Context: an optimization exercise on an open-source flow, tuned for small area and a short achievable clock period. The choices shown serve that exercise and are no tape-out recipe. RTL that was checked went through simulation tests only; none was proved equivalent to the original.

## cedar
// butterfly_top_module_8_point
module butterfly_top_module_8_point(
    input clk,
    input rst,
    input new_input_flag,
    input [15:0] input_real0,
    input [15:0] input_real1,
    input [15:0] input_real2,
    input [15:0] input_real3,
    input [15:0] input_real4,
    input [15:0] input_real5,
    input [15:0] input_real6,
    input [15:0] input_real7,
    input [15:0] input_imag0,
    input [15:0] input_imag1,
    input [15:0] input_imag2,
    input [15:0] input_imag3,
    input [15:0] input_imag4,
    input [15:0] input_imag5,
    input [15:0] input_imag6,
    input [15:0] input_imag7,
    output [15:0] output_real0,
    output [15:0] output_real1,
    output [15:0] output_real2,
    output [15:0] output_real3,
    output [15:0] output_real4,
    output [15:0] output_real5,
    output [15:0] output_real6,
    output [15:0] output_real7,
    output [15:0] output_imag0,
    output [15:0] output_imag1,
    output [15:0] output_imag2,
    output [15:0] output_imag3,
    output [15:0] output_imag4,
    output [15:0] output_imag5,
    output [15:0] output_imag6,
    output [15:0] output_imag7,
    output fft_ready_flag
);
Size: about 7000 cells after synthesis, roughly 750 flip-flops, roughly 520 I/O pins, about 65000 sq um of cells after synthesis.
Settings: LEC_CHECK=0, CAP_MARGIN=20, CORE_MARGIN=2, CORE_UTILIZATION=55, SLEW_MARGIN=20, TNS_END_PERCENT=0; clock period 10.0 ns.
standard.sh (not shown) runs the stock make flow with config.mk's settings and CLKGATE_MAP_FILE= SYNTH_SCRIPT=/design/flow/synth_recipe.tcl, a recipe that flattens the netlist after the stock synthesis.
==> flow/flow/run.sh <==
#!/bin/bash
set -euo pipefail
bash standard.sh "BUFFER_PORTS_ARGS=-buffer_cell sky130_fd_sc_hd__buf_1" SETUP_SLACK_MARGIN=5.8 finish > standard_sh.log 2>&1
#### Input delta (zinc over cedar)
- SETUP_SLACK_MARGIN newly set to 5
- TNS_END_PERCENT removed (was 0)
- CORE_UTILIZATION changed from 55 to 66
==> flow/flow/run.sh <==
#!/bin/bash
# The standard layout (standard.sh), with the ports buffered by buf_1 cells instead of
# the larger clkdlybuf4s50_1 that buffer_ports picks on its own; every port still gets a buffer.
set -euo pipefail
bash standard.sh "BUFFER_PORTS_ARGS=-buffer_cell sky130_fd_sc_hd__buf_1" finish > standard_sh.log 2>&1
Results
- Comparing cedar and zinc, the lower routing usage on met2 is on cedar.
- Cell area | zinc vs cedar | zinc smaller
- Compared with cedar, in zinc post-detailed-placement half-perimeter wirelength has decreased, wire length has decreased.
- zinc vs cedar, critical path depth went up by 3.
Input changes introduced in xenon (baseline for comparison: zinc):
- TNS_END_PERCENT newly set to 0
- SETUP_SLACK_MARGIN removed (was 5)
==> flow/flow/run.sh <==
#!/bin/bash
set -euo pipefail
bash standard.sh "BUFFER_PORTS_ARGS=-buffer_cell sky130_fd_sc_hd__buf_1" SETUP_SLACK_MARGIN=5.8 finish > standard_sh.log 2>&1
[summary]
- Diff zinc..xenon | die area | unchanged
- Area overhead of the layout relative to synthesis (lower): zinc
- Cmp xenon and zinc / total cell area at the placement stage / lower: zinc
- xenon vs. zinc: final weighted congestion in routability-driven placement lower, setup slack now sits higher, wire length of the first global-routing pass now sits higher.
- Origin of the worst setup path = d5_p2[7]: zinc; origin of the worst setup path = s5_p2[8]: xenon
What juniper does differently from xenon at the input level:
- a change of CORE_UTILIZATION from 66 to 60
- a deleted TNS_END_PERCENT that had been 0
- an added SETUP_SLACK_MARGIN of 5
==> flow/flow/run.sh <==
#!/bin/bash
# The standard layout (standard.sh), with the ports buffered by buf_1 cells instead of
# the larger clkdlybuf4s50_1 that buffer_ports picks on its own; every port still gets a buffer.
set -euo pipefail
bash standard.sh "BUFFER_PORTS_ARGS=-buffer_cell sky130_fd_sc_hd__buf_1" finish > standard_sh.log 2>&1
==> summary.txt <==
Row post-CTS repair timing setup buffer count: juniper lower / xenon higher
Taking xenon as the reference, in juniper sequential share of layout area now sits at about the same level; total via count in the routed design went down; overall global routing resource usage -2.8 points; post-layout minimum cycle time went up by 0.042 ns.
The non-clock buffer contribution to total cell area was comparable across xenon and juniper.
In juniper the final instance area turned out 340 sq um lower than in xenon.
Higher area growth from synthesis to layout goes to xenon over juniper.
xenon leaves more setup margin than juniper.
Looking at launch point of the critical path, the s5_p2[8] result is from xenon; the s7_p2[3] one comes from juniper.

* * *

butterfly_top_module_8_point, a different RTL version from the one above (not shown whole).
For scale: ~6300 cells after synthesis, roughly 520 I/O pins.
Settings: LEC_CHECK=0, CAP_MARGIN=20, CORE_MARGIN=2, CORE_UTILIZATION=60, SETUP_SLACK_MARGIN=5, SLEW_MARGIN=20; clock period 10.0 ns.
run.sh (not shown) runs the stock make flow with config.mk's settings and CLKGATE_MAP_FILE= SYNTH_SCRIPT=/design/flow/synth_recipe.tcl, a recipe that flattens the netlist after the stock synthesis.
Stock flow here: none of the scripts above is used.
The baseline finished with timing, DRC and antenna clean.
Change:
==> flow/flow/run.sh (new file) <==
#!/bin/bash
set -euo pipefail
bash standard.sh "BUFFER_PORTS_ARGS=-buffer_cell sky130_fd_sc_hd__buf_1" SETUP_SLACK_MARGIN=5.5 finish > standard_sh.log 2>&1
==> flow/standard.sh (new file) <==
#!/bin/bash
# synth_recipe.tcl (not shown) runs the flow's synth.tcl, then flattens the netlist and writes it again
# the make line also repeats each setting of config.mk as NAME=value (left out here)
make -C /OpenROAD-flow-scripts/flow DESIGN_CONFIG=/design/flow/config.mk WORK_HOME=/design/flow/orfs CLKGATE_MAP_FILE= SYNTH_SCRIPT=/design/flow/synth_recipe.tcl "${@:-finish}"
- SETUP_SLACK_MARGIN: 5 -> default
removed: flow/run.sh
Effect: Via count climbs by a few percent; final cell count climbs by a few percent; global-route usage climbs by 0.74 points; register-to-register slack stays flat; count of clock-buffer cells in the layout drops by 9; die area does not change; worst setup slack gets worse by 0.053 ns; hold slack gets better by 0.0068 ns; utilization climbs by 3.4 points.
No functional check of the RTL was part of any run of this note.

* * *

== run 1 ==
butterfly_top_module_8_point, a different RTL version from the one above (not shown whole).
Size in the first run: ~7100 cells after synthesis, about 520 I/O pins, roughly 67000 sq um of cells after synthesis.
Settings: LEC_CHECK=0, CAP_MARGIN=20, CORE_MARGIN=2, CORE_UTILIZATION=40, SLEW_MARGIN=20; clock period 10.0 ns.
standard.sh (not shown) runs the stock make flow with config.mk's settings and CLKGATE_MAP_FILE= SYNTH_SCRIPT=/design/flow/synth_recipe.tcl, a recipe that flattens the netlist after the stock synthesis.
==> flow/flow/run.sh <==
#!/bin/bash
set -euo pipefail
bash standard.sh SETUP_SLACK_MARGIN=6.5 finish > standard_sh.log 2>&1
Input changes introduced in run 2 (baseline for comparison: run 1):
==> flow/run.sh (new file) <==
#!/bin/bash
# synth_recipe.tcl (not shown) runs the flow's synth.tcl, then flattens the netlist and writes it again
# the make line also repeats each setting of config.mk as NAME=value (left out here)
make -C /OpenROAD-flow-scripts/flow DESIGN_CONFIG=/design/flow/config.mk WORK_HOME=/design/flow/orfs CLKGATE_MAP_FILE= SYNTH_SCRIPT=/design/flow/synth_recipe.tcl finish
--- a/flow/config.mk
+++ b/flow/config.mk
@@ -9,3 +9,4 @@
 export CORE_MARGIN = 2
-export CORE_UTILIZATION = 40
+export CORE_UTILIZATION = 60
+export SETUP_SLACK_MARGIN = 5
 export SLEW_MARGIN = 20
removed: flow/flow/run.sh
removed: flow/standard.sh
==> summary.txt <==
Against run 1, run 2 comes in about 10% lower on global-route wire length before repair.
Between run 2 and run 1, the total wirelength of the detailed-routed design is lower for run 2.
When the final numbers for run 2 and run 1 were put side by side, the die width turned out to be smaller in run 2.
Run 1 finished every stage and its layout cleared the timing, DRC and antenna checks.
Run 2 finished all stages; the layout is clean.
[run 2 vs run 1] TritonCTS buffer count: lower in run 2
Flop-to-flop setup slack sits lower in run 2 than in run 1.
Re number of well taps: run 1 was higher than run 2.
Design area ended up 9100 sq um lower on run 2 than on run 1.
Comparing run 2 and run 1, the higher share of final layout cell area taken by clock buffers and inverters is on run 2.
Inputs modified between run 2 and run 3:
--- a/flow/config.mk
+++ b/flow/config.mk
@@ -9,3 +9,3 @@
 export CORE_MARGIN = 2
-export CORE_UTILIZATION = 60
+export CORE_UTILIZATION = 40
 export SETUP_SLACK_MARGIN = 5
### Flow results
Run 3 ends up with a pre-CTS worst setup slack that is 0.16 ns higher than in run 2.
Between run 2 and run 3, the difference in worst endpoint data arrival time is negligible.
Run 3 reports its beginning of the critical path as l1_37i_1_p1[0] while run 2 reports d7_p2[3].
The number of fill cells in run 3 was higher than what run 2 gave.
Compared with run 2, in run 3 shortest period the worst path allows increased 0.045 ns.
Setup slack of the critical path after layout for run 3: 0.045 ns down relative to run 2

* * *

quartz:
RTL: one of the versions met above, not the one the previous note started from.
Size: roughly 7000 cells after synthesis, about 750 flip-flops, about 520 I/O pins, about 0.065 mm² of cells after synthesis.
Settings: LEC_CHECK=0, CAP_MARGIN=20, CORE_MARGIN=2, CORE_UTILIZATION=60, SLEW_MARGIN=20, TNS_END_PERCENT=0; clock period 10.0 ns.
==> flow/flow/run.sh <==
#!/bin/bash
set -euo pipefail
bash standard.sh "BUFFER_PORTS_ARGS=-buffer_cell sky130_fd_sc_hd__buf_1" SETUP_SLACK_MARGIN=5.8 finish > standard_sh.log 2>&1
> inputs changed (quartz -> amber)
==> flow/flow/run.sh <==
#!/bin/bash
# The standard layout (standard.sh), with the ports buffered by buf_1 cells instead of
# the larger clkdlybuf4s50_1 that buffer_ports picks on its own; every port still gets a buffer.
set -euo pipefail
bash standard.sh "BUFFER_PORTS_ARGS=-buffer_cell sky130_fd_sc_hd__buf_1" finish > standard_sh.log 2>&1
diff --git a/flow/config.mk b/flow/config.mk
--- a/flow/config.mk
+++ b/flow/config.mk
@@ -8,5 +8,5 @@
 export CAP_MARGIN = 20
 export CORE_MARGIN = 2
-export CORE_UTILIZATION = 60
+export CORE_UTILIZATION = 75
+export SETUP_SLACK_MARGIN = 5
 export SLEW_MARGIN = 20
-export TNS_END_PERCENT = 0
==> comparison <==
- Wire: amber routes more than quartz
- [amber] final critical-path required period rose 1.42 ns relative to quartz
- Of the two values seen for slowest stage cell on the critical path, o21ai_0 was produced by amber and fa_1 by quartz.
- Of quartz and amber, only quartz finishes the flow clean.
- Ran to the end and failed final checks on capacitance limit, slew limit: amber.
Inputs modified between amber and raven:
==> flow/flow/run.sh <==
#!/bin/bash
set -euo pipefail
bash standard.sh "BUFFER_PORTS_ARGS=-buffer_cell sky130_fd_sc_hd__buf_1" SETUP_SLACK_MARGIN=5.8 finish > standard_sh.log 2>&1
diff --git a/flow/config.mk b/flow/config.mk
--- a/flow/config.mk
+++ b/flow/config.mk
@@ -8,5 +8,6 @@
 export CAP_MARGIN = 20
 export CORE_MARGIN = 2
-export CORE_UTILIZATION = 75
-export SETUP_SLACK_MARGIN = 5
+export CORE_UTILIZATION = 60
+export CTS_BUF_LIST = sky130_fd_sc_hd__clkbuf_4 sky130_fd_sc_hd__clkbuf_8
 export SLEW_MARGIN = 20
+export TNS_END_PERCENT = 0
==> summary.txt <==
Having completed the whole flow, raven delivered a layout that passed the timing, DRC and antenna checks. Comparing amber and raven, the higher stage delay of the slowest cell on the critical path was measured on amber. The higher die outline width came out of raven. ~same net total in the final layout in amber and raven.

* * *

exp/tundra:
butterfly_top_module_8_point, a different RTL version from the one above (not shown whole).
Size in the first run: ~6,900 cells after synthesis, roughly 72,000 sq um of cells after synthesis.
==> flow/config.mk <==
export PLATFORM = sky130hd
export DESIGN_NAME = butterfly_top_module_8_point
export DESIGN_NICKNAME = butterfly_top_module_8_point
export VERILOG_FILES = /design/flow/design.v
export SDC_FILE = /design/flow/constraint.sdc
export NUM_CORES = 4
export LEC_CHECK = 0
export CAP_MARGIN = 20
export CORE_MARGIN = 2
export CORE_UTILIZATION = 55
export SLEW_MARGIN = 20
export TNS_END_PERCENT = 0
==> flow/constraint.sdc <==
create_clock -name core_clock -period 10.0 [get_ports {clk}]
set_input_delay 2.0000 -clock core_clock [delete_from_list [all_inputs] [get_ports {clk}]]
set_output_delay 2.0000 -clock core_clock [all_outputs]
set_load 0.01 [all_outputs]
==> flow/flow/run.sh <==
#!/bin/bash
set -euo pipefail
bash standard.sh "BUFFER_PORTS_ARGS=-buffer_cell sky130_fd_sc_hd__buf_1" SETUP_SLACK_MARGIN=6.3 finish > standard_sh.log 2>&1
Per the final summary, exp/tundra finished and its layout is clean on timing, DRC and antenna.
--- input diff exp/tundra..exp/fjord ---
==> flow/flow/run.sh <==
#!/bin/bash
set -euo pipefail
bash standard.sh "BUFFER_PORTS_ARGS=-buffer_cell sky130_fd_sc_hd__buf_1" SETUP_SLACK_MARGIN=5.8 finish > standard_sh.log 2>&1
diff --git a/flow/config.mk b/flow/config.mk
--- a/flow/config.mk
+++ b/flow/config.mk
@@ -8,5 +8,5 @@
 export CAP_MARGIN = 20
 export CORE_MARGIN = 2
-export CORE_UTILIZATION = 55
+export CORE_UTILIZATION = 60
 export SLEW_MARGIN = 20
 export TNS_END_PERCENT = 0
### Flow results
Every run in exp/tundra and exp/fjord closed cleanly, with the single exception of exp/fjord.
Every stage of exp/fjord finished as expected; the final checks, on the other hand, flagged antenna violations, which means the layout fails.
Taking exp/fjord over exp/tundra, the final-layout clock buffer total ratio works out to 0.929.
Between exp/tundra and exp/fjord, number of well-tap cells placed is lower for exp/fjord, exp/tundra comes in above that.
The number of vias in the routed layout of exp/fjord and that of exp/tundra are within noise of each other.
Final cell area: exp/fjord below exp/tundra
exp/fjord ended with more worst hold slack than exp/tundra.
Of exp/tundra and exp/fjord, exp/tundra shows the higher total wire length after detailed routing, with exp/fjord below it.
exp/fjord against exp/tundra: global-route usage rose 1.8 points.
Setup changes, exp/fjord to exp/indigo
diff --git a/flow/config.mk b/flow/config.mk
--- a/flow/config.mk
+++ b/flow/config.mk
@@ -8,5 +8,5 @@
 export CAP_MARGIN = 20
 export CORE_MARGIN = 2
-export CORE_UTILIZATION = 60
+export CORE_UTILIZATION = 55
 export SLEW_MARGIN = 20
 export TNS_END_PERCENT = 0
==> comparison <==
exp/indigo | stages: all done | timing, DRC, antenna: all pass. Across both runs, total clock buffers created by CTS was higher for exp/indigo than for exp/fjord. In exp/indigo the sum of routed wire segments on met1 turned out about 5.3% higher than in exp/fjord. Compared to exp/fjord, exp/indigo has buffer share of cell area 0.24 points lower. Area used by multi-input combinational logic: exp/fjord vs exp/indigo, no meaningful difference. Between exp/fjord and exp/indigo, half-perimeter wire length after placement is lower for exp/fjord, exp/indigo comes in above that. Per the comparison of exp/indigo with exp/fjord, met3 layer usage reported by global route did not really move, global routing usage on met1 lost 2.1 points, least setup slack across all paths after layout has decreased, post-route cell area essentially unchanged.

[port drivers added, routing unchanged]
No port has a modelled driver above. Below, the same layouts with a new extraction and two added sets of constraints.
Step 1, drivers: a clkbuf_16 drives clk and a buf_2 each remaining input, both assumed.
Step 2 times the ports against the registers' clock, not the clock port: input delays grow and output delays shrink by t, the midpoint of the rising clock arrivals with the driver on.
Three values: ideal ports, drivers, drivers and shift; two values: the first two.
| run | shift t [ns] | setup WS [ns] | hold WS [ns] | clock arrival spread, ns | cell pins on the clock port's net |
|---|---|---|---|---|---|
| cedar | 0.772 | 5.220 / 5.220 / 4.533 | 0.454 / 0.454 / 0.454 | 0.038 / 0.039 | 1 |
| zinc | 0.754 | 5.142 / 5.142 / 4.519 | 0.438 / 0.438 / 0.438 | 0.032 / 0.033 | 1 |
| xenon | 0.740 | 5.194 / 5.194 / 4.521 | 0.444 / 0.444 / 0.444 | 0.036 / 0.036 | 1 |
| juniper | 0.746 | 5.152 / 5.152 / 4.471 | 0.441 / 0.441 / 0.441 | 0.032 / 0.032 | 1 |
| the first run of note 2 | 0.742 | 4.878 / 4.915 / 4.174 | 0.445 / 0.445 / 0.445 | 0.038 / 0.039 | 1 |
| the second run of note 2 | 0.750 | 4.825 / 4.857 / 4.107 | 0.451 / 0.451 / 0.451 | 0.028 / 0.028 | 1 |
| run 1 | 0.786 | 5.304 / 5.304 / 4.979 | 0.446 / 0.446 / 0.446 | 0.035 / 0.036 | 1 |
| run 2 | 0.756 | 5.115 / 5.115 / 4.411 | 0.443 / 0.443 / 0.443 | 0.029 / 0.029 | 1 |
| run 3 | 0.769 | 5.071 / 5.071 / 4.406 | 0.441 / 0.441 / 0.441 | 0.031 / 0.032 | 1 |
| quartz | 0.752 | 5.236 / 5.236 / 4.636 | 0.460 / 0.460 / 0.460 | 0.032 / 0.033 | 1 |
| amber | 0.748 | 3.812 / 3.812 / 3.812 | 0.468 / 0.468 / 0.468 | 0.025 / 0.024 | 1 |
| raven | 0.913 | 5.231 / 5.231 / 4.496 | 0.460 / 0.460 / 0.460 | 0.065 / 0.065 | 1 |
| exp/tundra | 0.853 | 5.879 / 5.879 / 5.879 | 0.314 / 0.314 / 0.314 | 0.037 / 0.036 | 1 |
| exp/fjord | 0.847 | 5.813 / 5.813 / 5.813 | 0.320 / 0.320 / 0.320 | 0.029 / 0.029 | 1 |
| exp/indigo | 0.843 | 5.673 / 5.673 / 5.673 | 0.320 / 0.320 / 0.320 | 0.030 / 0.031 | 1 |
For raven, which loses most, drivers alone change the setup slack by 0.000 ns; drivers and shift together by -0.735 ns.
